This is an optimization exercise on Yosys and OpenROAD, whose aim is small area and a short achievable clock period, not a production implementation. In this exercise RTL edits were held to simulation tests only and were not proved equivalent to the original.

==> v1: inputs <==
Design top_advanced, start of the top module:
module top_advanced (
    input  logic        clk,
    input  logic        rst_n,
    input  logic [15:0] primary_input_a,
    input  logic [15:0] primary_input_b,
    input  logic [15:0] primary_input_c,
    input  logic [15:0] primary_input_d,
    output logic [15:0] primary_output_x,
    output logic [15:0] primary_output_y,
    output logic [15:0] primary_output_z
);
clock: 55.0 ns
lec_check: 0
abc_area: 1
cap_margin: 20
core_margin: 2
core_utilization: 35
cts_cluster_diameter: 100
cts_cluster_size: 20
setup_slack_margin: 5
slew_margin: 20
run.sh (not shown) runs the stock make flow with config.mk's settings and CLKGATE_MAP_FILE= SYNTH_SCRIPT=/design/flow/synth_recipe.tcl, a recipe that flattens the netlist after the stock synthesis.
==> v23 (differences from v1) <==
==> flow/flow/run.sh (new file) <==
#!/bin/bash
set -u
cd "$(dirname "$0")/.."
cp standard.sh standard.sh.orig.txt 2>/dev/null || true
cp config.mk config.mk.orig.txt 2>/dev/null || true
{
  echo "export SETUP_SLACK_MARGIN = ${MARGIN:-12}"
} >> config.mk
bash standard.sh > standard.log 2>&1
rc=$?
exit $rc
==> flow/standard.sh (new file) <==
#!/bin/bash
# synth_recipe.tcl (not shown) runs the flow's synth.tcl, then flattens the netlist and writes it again
# the make line also repeats each setting of config.mk as NAME=value (left out here)
make -C /OpenROAD-flow-scripts/flow DESIGN_CONFIG=/design/flow/config.mk WORK_HOME=/design/flow/orfs CLKGATE_MAP_FILE= SYNTH_SCRIPT=/design/flow/synth_recipe.tcl "${@:-finish}"
--- a/flow/config.mk
+++ b/flow/config.mk
@@ -11,5 +11,6 @@
 export CORE_UTILIZATION = 35
 export CTS_CLUSTER_DIAMETER = 100
 export CTS_CLUSTER_SIZE = 20
-export SETUP_SLACK_MARGIN = 5
 export SLEW_MARGIN = 20
+export TNS_END_PERCENT = 10
+export SETUP_SLACK_MARGIN = 12
removed: flow/run.sh
==> comparison table <==
quantity                                                              v23              v1
Global placement routability congestion                             0.894           0.895
Area Overhead vs Synth                                              11.0%           9.45%
DP HPWL                                                         338000 µm       336000 µm
Wire length reported by the detailed router                     422000 µm       417000 µm
Wire length on met3                                              17900 µm        18100 µm
Met3 track utilization from global routing                          2.33%           2.37%
Outcome                                                    finished clean  finished clean
Count of TritonRoute iterations in the first routing pass               6               5
Setup slack on the worst flop-to-flop path                       29.98 ns        29.09 ns
Hold Path End                                                 r1370_1[14]     r1370_1[12]
Met2 routing resource usage after global routing                    31.5%           30.9%
Total number of cells along the worst setup path                      150             146
Number of instances resized during post-cts repair                    267              40
Number of diodes                                                       17              20
Endpoint arrival time on the critical path                       35.50 ns        37.42 ns
Area of combinational cells with multiple inputs               0.0817 mm²      0.0805 mm²
Final standard cell utilization of the core                         38.9%           38.4%

========
==> inputs of try-onyx <==
top_advanced again, from the RTL that the note above started with.
clock: 55.0 ns
lec_check: 0
abc_area: 1
cap_margin: 20
core_margin: 2
core_utilization: 35
cts_cluster_diameter: 150
cts_cluster_size: 25
slew_margin: 20
setup_slack_margin: 14
standard.sh (not shown) runs the stock make flow with config.mk's settings and CLKGATE_MAP_FILE= SYNTH_SCRIPT=/design/flow/synth_recipe.tcl, a recipe that flattens the netlist after the stock synthesis.
==> flow/flow/run.sh <==
#!/bin/bash
set -u
cd "$(dirname "$0")/.."
cp standard.sh standard.sh.orig.txt 2>/dev/null || true
cp config.mk config.mk.orig.txt 2>/dev/null || true
{
  echo "export SETUP_SLACK_MARGIN = ${MARGIN:-14}"
} >> config.mk
bash standard.sh > standard.log 2>&1
rc=$?
exit $rc
==> try-juniper (differences from try-onyx) <==
==> flow/run.sh (new file) <==
#!/bin/bash
# synth_recipe.tcl (not shown) runs the flow's synth.tcl, then flattens the netlist and writes it again
# the make line also repeats each setting of config.mk as NAME=value (left out here)
make -C /OpenROAD-flow-scripts/flow DESIGN_CONFIG=/design/flow/config.mk WORK_HOME=/design/flow/orfs CLKGATE_MAP_FILE= SYNTH_SCRIPT=/design/flow/synth_recipe.tcl finish
Settings changed: CTS_CLUSTER_DIAMETER 150 to default, CTS_CLUSTER_SIZE 25 to default, SETUP_SLACK_MARGIN 14 to default.
removed: flow/flow/run.sh
removed: flow/standard.sh
==> summary of the runs <==
Against try-juniper, the first-iteration DRC count of try-onyx is lower by about 4%. Of try-juniper and try-onyx, try-onyx has the higher wire length (gap about 0.25%, measured against try-onyx). Die area is the same in try-juniper and try-onyx. Synthesized cell count is the same in try-juniper and try-onyx. In try-onyx the fmax is higher than in try-juniper, by about 11%. Against try-juniper, the core utilization of try-onyx is lower by 0.32 points. Against try-juniper, the clock skew of try-onyx is higher by 19 ps. In sequential cell count, try-onyx and try-juniper do not differ. try-onyx completed with no timing, DRC or antenna violations. try-juniper completed without violations. In via count, try-onyx and try-juniper hardly differ.
==> figures <==
metric                                                                       try-juniper                 try-onyx
Path depth of the worst reg2reg path                                                 123                       98
Number of DRC markers after the initial detailed-route iteration                    6283                     6026
Run status                                                      timing/DRC/antenna clean  timing/DRC/antenna clean
Most numerous cell on the critical path                           sky130_fd_sc_hd__inv_1  sky130_fd_sc_hd__a21o_1
Average detailed-routed wire length per instance                                 19.3 um                  19.5 um
Number of buffers and inverters on the critical path                                  24                       29
Layout buffer count excluding clock buffers                                          294                      567
Final period demand of the worst path                                           51650 ps                 46570 ps
Non-clock buffers, area share                                                     0.0141                   0.0276
Routability Congestion                                                             0.895                    0.884
Slew margin rel.                                                                   0.178                    0.233
Total of cells resized after clock tree synthesis                                      0                      647
First-pass GRT wire length                                                     646000 um                647000 um
Worst-case register-to-register setup slack                                     27740 ps                 30170 ps
Worst hold-check slack                                                            338 ps                   337 ps
Met1 capacity usage during global routing                                          0.244                    0.249
Startpoint of the worst register-to-register path                                r0_1[4]                r139_3[2]
Post-Place Cells                                                                   21200                    21100
Total number of vias                                                               96200                    96100

========
==> inputs of job 6196 <==
top_advanced, a different RTL version from the one above (not shown whole).
==> flow/design.v (excerpt) <==
module top_advanced (
    input  logic        clk,
    input  logic        rst_n,
    input  logic [15:0] primary_input_a,
    input  logic [15:0] primary_input_b,
    input  logic [15:0] primary_input_c,
    input  logic [15:0] primary_input_d,
    output logic [15:0] primary_output_x,
    output logic [15:0] primary_output_y,
    output logic [15:0] primary_output_z
);
    logic [15:0] r2_1;
    logic [15:0] r301_1;
    logic [15:0] n2;
    logic [15:0] r0_1;
    logic [15:0] n5;
    logic [15:0] n6;
    logic [15:0] r21_1;
    logic [15:0] n8;
    logic [15:0] n9;
    logic [15:0] n10;
    logic [15:0] n11;
    logic [15:0] r36_1;
    logic [15:0] n14;
    logic [15:0] r34_1;
    logic [15:0] r35_1;
    logic [15:0] n17;
    logic [15:0] n18;
    logic [15:0] n19;
    logic [15:0] n20;
    logic [15:0] r1_1;
    logic [15:0] n22;
    logic [15:0] n23;
    logic [15:0] n24;
    logic [15:0] n25;
    logic [15:0] r44_1;
    logic [15:0] n27;
    logic [15:0] n28;
    logic [15:0] n29;
    logic [15:0] n30;
    logic [15:0] n31;
  ...
export LEC_CHECK = 0
export ABC_AREA = 1
export CAP_MARGIN = 20
export CORE_MARGIN = 2
export CORE_UTILIZATION = 35
export SLEW_MARGIN = 20
create_clock -name core_clock -period 55.0 [get_ports {clk}]
run.sh (not shown) runs the stock make flow with config.mk's settings and CLKGATE_MAP_FILE= SYNTH_SCRIPT=/design/flow/synth_recipe.tcl, a recipe that flattens the netlist after the stock synthesis.
Stock flow here: none of the scripts above is used.
==> inputs of job 8333, as changes to job 6196 <==
- CORE_UTILIZATION: 35 -> 55
==> summary of the runs <==
- Between job 6196 and job 8333, the lower first-iteration DRC count is in job 8333 (gap about 7.5%, measured against job 8333).
- Between job 6196 and job 8333, the lower setup slack is in job 8333 (gap 220 ps).
- Against job 6196, the die area of job 8333 is smaller by 36%.
- Against job 6196, the maximum frequency of job 8333 is smaller by about 0.43%.
- Of job 6196 and job 8333, job 6196 has the higher critical path depth (gap 2).
- Between job 6196 and job 8333, the lower non-clock buffer count is in job 8333 (gap 19).
- Synthesized area is the same in job 6196 and job 8333.
- In sequential cell count, job 6196 and job 8333 do not differ.

========
==> run D: inputs <==
RTL: one of the versions met above, not the one the previous note started from.
clock: 55.0 ns
lec_check: 0
abc_area: 1
cap_margin: 20
core_margin: 2
core_utilization: 35
cts_cluster_diameter: 100
cts_cluster_size: 20
slew_margin: 20
setup_slack_margin: 9
standard.sh (not shown) runs the stock make flow with config.mk's settings and CLKGATE_MAP_FILE= SYNTH_SCRIPT=/design/flow/synth_recipe.tcl, a recipe that flattens the netlist after the stock synthesis.
==> flow/flow/run.sh <==
#!/bin/bash
set -u
cd "$(dirname "$0")/.."
cp standard.sh standard.sh.orig.txt 2>/dev/null || true
cp config.mk config.mk.orig.txt 2>/dev/null || true
{
  echo "export SETUP_SLACK_MARGIN = ${MARGIN:-9}"
} >> config.mk
bash standard.sh > standard.log 2>&1
rc=$?
exit $rc
==> run F: changes against run D <==
==> flow/run.sh (new file) <==
#!/bin/bash
# synth_recipe.tcl (not shown) runs the flow's synth.tcl, then flattens the netlist and writes it again
# the make line also repeats each setting of config.mk as NAME=value (left out here)
make -C /OpenROAD-flow-scripts/flow DESIGN_CONFIG=/design/flow/config.mk WORK_HOME=/design/flow/orfs CLKGATE_MAP_FILE= SYNTH_SCRIPT=/design/flow/synth_recipe.tcl finish
Settings changed: CTS_CLUSTER_DIAMETER 100 to unset, CTS_CLUSTER_SIZE 20 to unset, SETUP_SLACK_MARGIN 9 to 5.
removed: flow/flow/run.sh
removed: flow/standard.sh
==> run M: changes against run D <==
--- a/flow/flow/run.sh
+++ b/flow/flow/run.sh
@@ -6,3 +6,3 @@
 {
-  echo "export SETUP_SLACK_MARGIN = ${MARGIN:-9}"
+  echo "export SETUP_SLACK_MARGIN = ${MARGIN:-12}"
 } >> config.mk
Settings changed: SETUP_SLACK_MARGIN 9 to 12.
==> results.json <==
{
  "layout-drive-gt1-share_pct": 13.7,
  "rsz0062_at_grt": "yes",
  "min_to": "r804_7[12]",
  "clock_buffers": 178,
  "place_ws_ns": 4.81,
  "final_cell_area_mm2": 0.179,
  "seq_area_share_pct": 38.0,
  "wl_met1_mm": 183,
  "status": "timing/DRC/antenna clean",
  "gp_congestion": 0.886,
  "vias_per_cell": 4.46,
  "placed_cells": 21100,
  "groute.layer.met2.usage_pct": 31.1,
  "cp_num_cells": 153,
  "crit_end": "primary_output_y[15]"
}
the above is filed under run M

==> results.json <==
{
  "crit_end": "primary_output_y[8]",
  "clock_buffers": 179,
  "status": "timing/DRC/antenna clean",
  "min_to": "r263_1[11]",
  "rsz0062_at_grt": "yes",
  "cp_num_cells": 149,
  "final_cell_area_mm2": 0.178,
  "groute.layer.met2.usage_pct": 31.1,
  "gp_congestion": 0.895,
  "seq_area_share_pct": 38.3
}
the above is filed under run D

==> results.json <==
{
  "status": "timing/DRC/antenna clean",
  "cp_num_cells": 145,
  "clock_buffers": 435,
  "place_ws_ns": 3.33,
  "final_cell_area_mm2": 0.181,
  "min_to": "r139_4[0]",
  "layout-drive-gt1-share_pct": 11.5,
  "rsz0062_at_grt": "no",
  "placed_cells": 21200
}
the above is filed under run F

separate check: timing with driven ports:
No port has a modelled driver above. Below, the same layouts with a new extraction and two added sets of constraints. Step 1, drivers: a clkbuf_16 drives clk and a buf_2 each remaining input, both assumed. Step 2 also shifts input and output timing later by t, the mid clock arrival at the registers, as if the neighbouring blocks saw the same clock. a / b / c = ideal ports / drivers / drivers and shift; a / b = the first two.
| run | shift t [ns] | setup slack, ns | worst setup path at the end | latest minus earliest clock arrival (ns) | worst register clock-pin slew, ns |
|---|---|---|---|---|---|
| v1 | 1.024 | 6.582 / 6.553 / 6.553 | input to output | 0.082 / 0.082 | 0.10 / 0.10 |
| v23 | 1.010 | 8.496 / 8.356 / 8.356 | input to output | 0.080 / 0.080 | 0.10 / 0.10 |
| try-onyx | 1.051 | 8.428 / 8.323 / 8.323 | input to output | 0.095 / 0.095 | 0.12 / 0.12 |
| try-juniper | 1.034 | 3.349 / 3.231 / 3.231 | input to output | 0.069 / 0.069 | 0.07 / 0.07 |
| job 6196 | 1.078 | 3.533 / 3.507 / 3.507 | input to output | 0.090 / 0.090 | 0.07 / 0.07 |
| job 8333 | 1.006 | 3.309 / 3.286 / 3.286 | input to output | 0.046 / 0.045 | 0.07 / 0.07 |
| run D | 1.021 | 8.618 / 8.516 / 8.516 | input to output | 0.121 / 0.122 | 0.10 / 0.10 |
| run F | 1.032 | 6.589 / 6.559 / 6.559 | input to output | 0.066 / 0.066 | 0.06 / 0.06 |
| run M | 1.021 | 8.719 / 8.582 / 8.582 | input to output | 0.076 / 0.076 | 0.10 / 0.10 |
After both steps every run listed still meets setup and hold. The setup slack of v23, which loses most, moves by -0.140 ns with the drivers and by -0.140 ns with both steps.
